Background: an optimization exercise with open tools, aiming at small area, a short achievable clock period and few clock cycles per item. Do not read the settings as production practice. In this exercise RTL edits were held to simulation tests only and were not proved equivalent to the original.

==> exp/violet <==
==> flow/design.v (excerpt) <==
module produto_escalar (
    input logic clk,
    input logic rst,
    input logic start,
    input logic signed [31:0] a0, a1, a2, a3, a4, a5, a6, a7,
    input logic signed [31:0] b0, b1, b2, b3, b4, b5, b6, b7,
    output logic done,
    output logic signed [63:0] result
);
export LEC_CHECK = 0
export ABC_AREA = 1
export CAP_MARGIN = 20
export CELL_PAD_IN_SITES_DETAIL_PLACEMENT = 1
export CELL_PAD_IN_SITES_GLOBAL_PLACEMENT = 1
export CORE_MARGIN = 2
export CORE_UTILIZATION = 38
export SETUP_SLACK_MARGIN = 2.5
export SLEW_MARGIN = 20
export SYNTH_HIERARCHICAL = 1
export SYNTH_MINIMUM_KEEP_SIZE = 0
create_clock -name core_clock -period 11.0 [get_ports {clk}]
standard.sh (not shown) runs the stock make flow with config.mk's settings and CLKGATE_MAP_FILE= SYNTH_SCRIPT=/design/flow/synth_recipe.tcl, a recipe that flattens the netlist after the stock synthesis.
==> flow/flow/run.sh <==
#!/bin/bash
# The standard layout (standard.sh), with one change: the buffer that
# buffer_ports puts on every input and output port is buf_4 instead of the
# delay buffer (clkdlybuf4s50_1) it picks by default.
set -euo pipefail
export BUFFER_PORTS_ARGS="-buffer_cell sky130_fd_sc_hd__buf_4"
bash standard.sh > standard_flow.log 2>&1
==> exp/delta: changes against exp/violet <==
==> flow/run.sh (new file) <==
#!/bin/bash
# synth_recipe.tcl (not shown) runs the flow's synth.tcl, then flattens the netlist and writes it again
# the make line also repeats each setting of config.mk as NAME=value (left out here)
make -C /OpenROAD-flow-scripts/flow DESIGN_CONFIG=/design/flow/config.mk WORK_HOME=/design/flow/orfs CLKGATE_MAP_FILE= SYNTH_SCRIPT=/design/flow/synth_recipe.tcl finish
- CELL_PAD_IN_SITES_DETAIL_PLACEMENT: 1 -> not set
- CELL_PAD_IN_SITES_GLOBAL_PLACEMENT: 1 -> not set
- CORE_UTILIZATION: 38 -> 45
- SETUP_SLACK_MARGIN: 2.5 -> 4.0
removed: flow/flow/run.sh
removed: flow/standard.sh
==> exp/willow: changes against exp/violet <==
- CELL_PAD_IN_SITES_DETAIL_PLACEMENT: 1 -> not set
- CELL_PAD_IN_SITES_GLOBAL_PLACEMENT: 1 -> not set
- CORE_UTILIZATION: 38 -> 45
- SETUP_SLACK_MARGIN: 2.5 -> 4.0
==> notes <==
Area after synthesis is the same in exp/violet and exp/delta.
In exp/violet the core utilization is lower than in exp/willow, by 13 points.
Via count: exp/willow is larger than exp/violet (about 9%).
Of exp/violet and exp/willow, exp/violet has the higher clock-buffer cell count (gap 8).
exp/delta aborted during global routing. exp/violet finished clean. exp/willow completed with no timing, DRC or antenna violations.
Non-clock buffer count: exp/violet is lower than exp/willow (808).
Against exp/violet, the design area of exp/willow is higher by about 12%.
Of exp/violet and exp/willow, exp/willow has the higher wire length (gap about 3%, measured against exp/willow).
Of exp/violet and exp/willow, exp/willow has the higher first-iteration DRC count (gap about 33%, measured against exp/willow).
Testbench counts of exp/violet, summed over its fixed seeds: cycles 968, items 960.
Testbench counts of exp/delta, summed over its fixed seeds: cycles 968, items 960.
Testbench counts of exp/willow, summed over its fixed seeds: cycles 968, items 960.


==> job 1588: inputs <==
Starting RTL as in the previous note.
Design produto_escalar, start of the top module:
module produto_escalar (
    input logic clk,
    input logic rst,
    input logic start,
    input logic signed [31:0] a0, a1, a2, a3, a4, a5, a6, a7,
    input logic signed [31:0] b0, b1, b2, b3, b4, b5, b6, b7,
    output logic done,
    output logic signed [63:0] result
);
    always_ff @(posedge clk or posedge rst) begin
        if (rst) done <= 1'b0;
        else done <= start;
    end
    logic [383:0] r, rn;
    always_ff @(posedge clk) r <= rn;
    logic [63:0] fs, fc;
    assign result = fs + fc;
    wire s1_0_0_1, s2_0_0_2, ng_0_0_3, pp_4, pp_5, pp_6, pp_7, pp_8, pp_9, pp_10, pp_11, pp_12, pp_13, pp_14, pp_15, pp_16, pp_17, pp_18, pp_19, pp_20, pp_21, pp_22, pp_23, pp_24, pp_25, pp_26, pp_27, pp_28, pp_29, pp_30, pp_31, pp_32, pp_33, pp_34, pp_35, pp_36, s1_0_1_37, s2_0_1_38, ng_0_1_39, pp_40, pp_41, pp_42, pp_43, pp_44, pp_45, pp_46, pp_47, pp_48, pp_49, pp_50, pp_51, pp_52, pp_53, pp_54, pp_55, pp_56, pp_57, pp_58, pp_59, pp_60, pp_61, pp_62, pp_63, pp_64;
    wire pp_65, pp_66, pp_67, pp_68, pp_69, pp_70, pp_71, pp_72, s1_0_2_73, s2_0_2_74, ng_0_2_75, pp_76, pp_77, pp_78, pp_79, pp_80, pp_81, pp_82, pp_83, pp_84, pp_85, pp_86, pp_87, pp_88, pp_89, pp_90, pp_91, pp_92, pp_93, pp_94, pp_95, pp_96, pp_97, pp_98, pp_99, pp_100, pp_101, pp_102, pp_103, pp_104, pp_105, pp_106, pp_107, pp_108, s1_0_3_109, s2_0_3_110, ng_0_3_111, pp_112, pp_113, pp_114, pp_115, pp_116, pp_117, pp_118, pp_119, pp_120, pp_121, pp_122, pp_123, pp_124, pp_125, pp_126, pp_127, pp_128;
    wire pp_129, pp_130, pp_131, pp_132, pp_133, pp_134, pp_135, pp_136, pp_137, pp_138, pp_139, pp_140, pp_141, pp_142, pp_143, pp_144, s1_0_4_145, s2_0_4_146, ng_0_4_147, pp_148, pp_149, pp_150, pp_151, pp_152, pp_153, pp_154, pp_155, pp_156, pp_157, pp_158, pp_159, pp_160, pp_161, pp_162, pp_163, pp_164, pp_165, pp_166, pp_167, pp_168, pp_169, pp_170, pp_171, pp_172, pp_173, pp_174, pp_175, pp_176, pp_177, pp_178, pp_179, pp_180, s1_0_5_181, s2_0_5_182, ng_0_5_183, pp_184, pp_185, pp_186, pp_187, pp_188, pp_189, pp_190, pp_191, pp_192;
  ...
export LEC_CHECK = 0
export ABC_AREA = 1
export CAP_MARGIN = 20
export CELL_PAD_IN_SITES_DETAIL_PLACEMENT = 1
export CELL_PAD_IN_SITES_GLOBAL_PLACEMENT = 1
export CORE_MARGIN = 2
export CORE_UTILIZATION = 38
export SETUP_SLACK_MARGIN = 3.5
export SLEW_MARGIN = 20
export SYNTH_HIERARCHICAL = 1
export SYNTH_MINIMUM_KEEP_SIZE = 0
create_clock -name core_clock -period 11.0 [get_ports {clk}]
==> flow/flow/run.sh <==
#!/bin/bash
# The standard layout (standard.sh), with one change: the buffer that
# buffer_ports puts on every input and output port is buf_4 instead of the
# delay buffer (clkdlybuf4s50_1) it picks by default.
set -euo pipefail
export BUFFER_PORTS_ARGS="-buffer_cell sky130_fd_sc_hd__buf_4"
bash standard.sh > standard_flow.log 2>&1
==> inputs of job 1164, as changes to job 1588 <==
--- a/flow/config.mk
+++ b/flow/config.mk
@@ -12,5 +12,5 @@
 export CORE_MARGIN = 2
 export CORE_UTILIZATION = 38
-export SETUP_SLACK_MARGIN = 3.5
+export SETUP_SLACK_MARGIN = 3.0
 export SLEW_MARGIN = 20
 export SYNTH_HIERARCHICAL = 1
==> comparison table <==
Status: job 1588 finished clean; job 1164 finished clean
Total wire length after detailed routing: job 1588 1000000 um; job 1164 981000 um
Portion of the layout cell area used by clock cells: job 1588 0.850%; job 1164 0.875%
First-pass GRT wire length: job 1588 1360000 um; job 1164 1350000 um
CTS resizes: job 1588 685; job 1164 151
Peak fanout along the critical path: job 1588 32; job 1164 39
Post-synthesis to final-layout area growth: job 1588 9.19%; job 1164 6.12%
Fraction of met1 tracks used by global routing: job 1588 51.5%; job 1164 51.5%
Area taken by multi-input logic gates: job 1588 163000 um^2; job 1164 161000 um^2
# diodes: job 1588 26; job 1164 29
Seq area share: job 1588 3.94%; job 1164 4.05%
Multi-input gate share of the layout cell area: job 1588 83.1%; job 1164 84.6%
Total number of multi-input combinational cells: job 1588 14700; job 1164 14700
Post-route non-filler standard cell count: job 1588 23400; job 1164 23300
Final non-clock buffer share: job 1588 6.56%; job 1164 4.87%
Number of inverters outside the clock class in the layout: job 1588 751; job 1164 750
Number of buffers added for setup after CTS: job 1588 119; job 1164 7
Met2 track demand over resource: job 1588 59.9%; job 1164 59.5%
Average wire length per cell after detail routing: job 1588 42.7 um; job 1164 42.2 um
GRT Util Overall: job 1588 40.4%; job 1164 40.2%
Testbench counts of job 1588, summed over its fixed seeds: cycles 968, items 960.
Testbench counts of job 1164, summed over its fixed seeds: cycles 968, items 960.

separate check: timing with driven ports:
How much do the figures lean on ideal ports? The routed layouts below were timed once more, with nothing changed but the port constraints. Step 1 sets driving cells, clkbuf_16 on the clock port and buf_2 on the other inputs (assumed; they add their load-dependent delay and slew). Step 2 moves the port delays by t, midway between the first and last clock arrival at a register: inputs arrive t later, outputs are due t later. That takes back most of the time a late clock gives input paths. a / b / c = ideal ports / drivers / drivers and shift; a / b = the first two.
run	t, ns	slack for setup (ns)	clock arrival spread, ns	slew at the worst register clock pin (ns)
exp/violet	0.735	2.561 / 2.475 / 1.740	0.110 / 0.111	0.11 / 0.11
exp/willow	0.708	3.628 / 3.457 / 2.749	0.060 / 0.060	0.10 / 0.10
job 1588	0.735	3.425 / 3.354 / 2.619	0.112 / 0.113	0.11 / 0.11
job 1164	0.733	2.927 / 2.930 / 2.197	0.107 / 0.108	0.11 / 0.11
After both steps setup and hold are still met in every run listed. The setup slack of exp/willow, which loses most, moves by -0.171 ns with the drivers and by -0.879 ns with both steps.
